Background: an optimization exercise with open tools, aiming at small area and a short achievable clock period. Do not read the settings as production practice. Only simulation tests tie the RTL to the original design; equivalence was not proved.

tundra:
## lms_filter
module lms_filter (
    input clk,
    input reset,
    input en,                  
    input [15:0] x_in,         
    input [15:0] d_in,         
    input [15:0] mu,           
    output [15:0] y_out,       
    output [15:0] e_out        
);
clock: 26.0 ns
lec_check: 0
abc_area: 1
cap_margin: 20
core_margin: 2
core_utilization: 45
slew_margin: 20
synth_hierarchical: 1
standard.sh (not shown) runs the stock make flow with config.mk's settings and CLKGATE_MAP_FILE= SYNTH_SCRIPT=/design/flow/synth_recipe.tcl, a recipe that flattens the netlist after the stock synthesis.
==> flow/flow/run.sh <==
#!/bin/bash
set -euo pipefail
MARGIN=$(tr -d ' \n' < flow/setup_margin)
bash standard.sh SETUP_SLACK_MARGIN="$MARGIN" finish > flow_make.log 2>&1
==> flow/flow/setup_margin <==
10
Input changes introduced in sierra (baseline for comparison: tundra):
Settings: a change of CORE_UTILIZATION from 45 to 50.
==> flow/flow/run.sh <==
#!/bin/bash
set -euo pipefail
read -r CTS_MARGIN GRT_MARGIN < flow/setup_margin
bash standard.sh SETUP_SLACK_MARGIN="$CTS_MARGIN" cts > flow_make_cts.log 2>&1
bash standard.sh SETUP_SLACK_MARGIN="$GRT_MARGIN" finish > flow_make_finish.log 2>&1
==> flow/flow/setup_margin <==
10 9.5
[compare] base=tundra new=sierra: number of non-clock inverters has decreased; number of hold-slack violations in the final timing report has remained practically unchanged; top achievable clock speed has decreased. Side by side, global router's overall resource usage turned out higher in sierra than in tundra. Compared with tundra, the detailed router inserted fewer vias in sierra. Sort sierra and tundra by shortest clock period the worst path allows after layout, descending, and sierra comes first. Clock skew: sierra vs tundra — no meaningful difference. sierra ends up with a flip-flop and latch share of the layout cell area that is 0.17 points higher than in tundra.
Relative to sierra, the following input files were edited for lagoon:
Settings: putting PLACE_DENSITY at 0.72 where nothing was set.
==> flow/flow/run.sh <==
#!/bin/bash
set -euo pipefail
MARGIN=$(tr -d ' \n' < flow/setup_margin)
bash standard.sh SETUP_SLACK_MARGIN="$MARGIN" finish > flow_make.log 2>&1
==> flow/flow/setup_margin <==
10
Notes after the runs:
- lagoon against sierra; average wire per cell in the routed design is up slightly.
- lagoon went all the way through synthesis, placement and routing and the layout is clean on timing, DRC and antenna.
- Changes observed in lagoon relative to sierra: non-clock buffer total of the final layout now sits higher; area added between synthesis and finish went up.
- Diff sierra and lagoon: via count lower in sierra
- The startpoint of the most critical setup path comes out xd1[10]$_DFFE_PP0P_ in one run and xd1[9]$_DFFE_PP0P_ in the other, namely in sierra and lagoon respectively.
- Summary of lagoon over sierra: number of cells on the critical path climbed 4; fraction of standard cell area that is sequential closely matched the old numbers.


Starting RTL as in the previous note.
==> flow/config.mk <==
export PLATFORM = sky130hd
export DESIGN_NAME = lms_filter
export DESIGN_NICKNAME = lms_filter
export VERILOG_FILES = /design/flow/design.v
export SDC_FILE = /design/flow/constraint.sdc
export NUM_CORES = 4
export LEC_CHECK = 0
export ABC_AREA = 1
export CAP_MARGIN = 20
export CORE_MARGIN = 2
export CORE_UTILIZATION = 45
export GPL_ROUTABILITY_DRIVEN = 0
export SLEW_MARGIN = 20
export SYNTH_HIERARCHICAL = 1
==> flow/constraint.sdc <==
create_clock -name core_clock -period 26.0 [get_ports {clk}]
set_input_delay 5.2000 -clock core_clock [delete_from_list [all_inputs] [get_ports {clk}]]
set_output_delay 5.2000 -clock core_clock [all_outputs]
set_load 0.01 [all_outputs]
==> flow/flow/run.sh <==
#!/bin/bash
set -euo pipefail
MARGIN=$(tr -d ' \n' < flow/setup_margin)
bash standard.sh SETUP_SLACK_MARGIN="$MARGIN" finish > flow_make.log 2>&1
==> flow/flow/setup_margin <==
10
The starting point completed with no timing, DRC or antenna violations.
Rerun with:
Settings changed: CORE_UTILIZATION 45 to 52, GPL_ROUTABILITY_DRIVEN 0 to not set.
The new run passed the timing, DRC and antenna checks.
Final area climbs slightly.
Clock-buffer cell count climbs by 1.
Global-route usage climbs by 6.3 points.
Final cell count drops by a few percent.
Worst setup slack improved by 0.022 ns.
Wire length climbs by a few percent.
Die area drops by roughly a tenth.
Rerun with:
==> flow/flow/run.sh (replaced) <==
#!/bin/bash
set -euo pipefail
read -r CTS_MARGIN GRT_MARGIN < flow/setup_margin
bash standard.sh SETUP_SLACK_MARGIN="$CTS_MARGIN" cts > flow_make_cts.log 2>&1
bash standard.sh SETUP_SLACK_MARGIN="$GRT_MARGIN" finish > flow_make_finish.log 2>&1
==> flow/flow/setup_margin (replaced) <==
10.5 0
Settings changed: CORE_UTILIZATION 52 to 45.
Effect: Via count went down by a few percent. Maximum frequency went down by a few percent. Global-route usage went down by 5.9 points. Routed wire length went down by a few percent.

port drivers added, routing unchanged:
How much do the figures lean on ideal ports? The routed layouts below were timed once more, with nothing changed but the port constraints. Step 1 (the two cells are an assumption about what drives the block):
set clk [get_ports {clk}]
set_driving_cell -lib_cell sky130_fd_sc_hd__clkbuf_16 $clk
set_driving_cell -lib_cell sky130_fd_sc_hd__buf_2 [delete_from_list [all_inputs] $clk]
Step 2 also shifts input and output timing later by t, the mid clock arrival at the registers, as if the neighbouring blocks saw the same clock. Slacks: ideal / step 1 / step 2; pairs: ideal / step 1.
run	t (ns)	setup slack, ns	worst data-port slew with drivers (ns)	cell pins on the clock port's net
tundra	0.643	10.572 / 10.572 / 10.165	0.05	1
sierra	0.643	10.100 / 10.100 / 10.012	0.05	1
lagoon	0.619	10.387 / 10.387 / 10.287	0.05	1
the first run of note 2	0.639	10.458 / 10.458 / 10.359	0.06	1
the second run of note 2	0.645	10.480 / 10.480 / 9.966	0.06	1
the third run of note 2	0.641	10.003 / 10.003 / 9.916	0.05	1
After both steps every run listed still meets setup and hold. For the second run of note 2, which loses most, drivers alone change the setup slack by 0.000 ns; drivers and shift together by -0.514 ns.
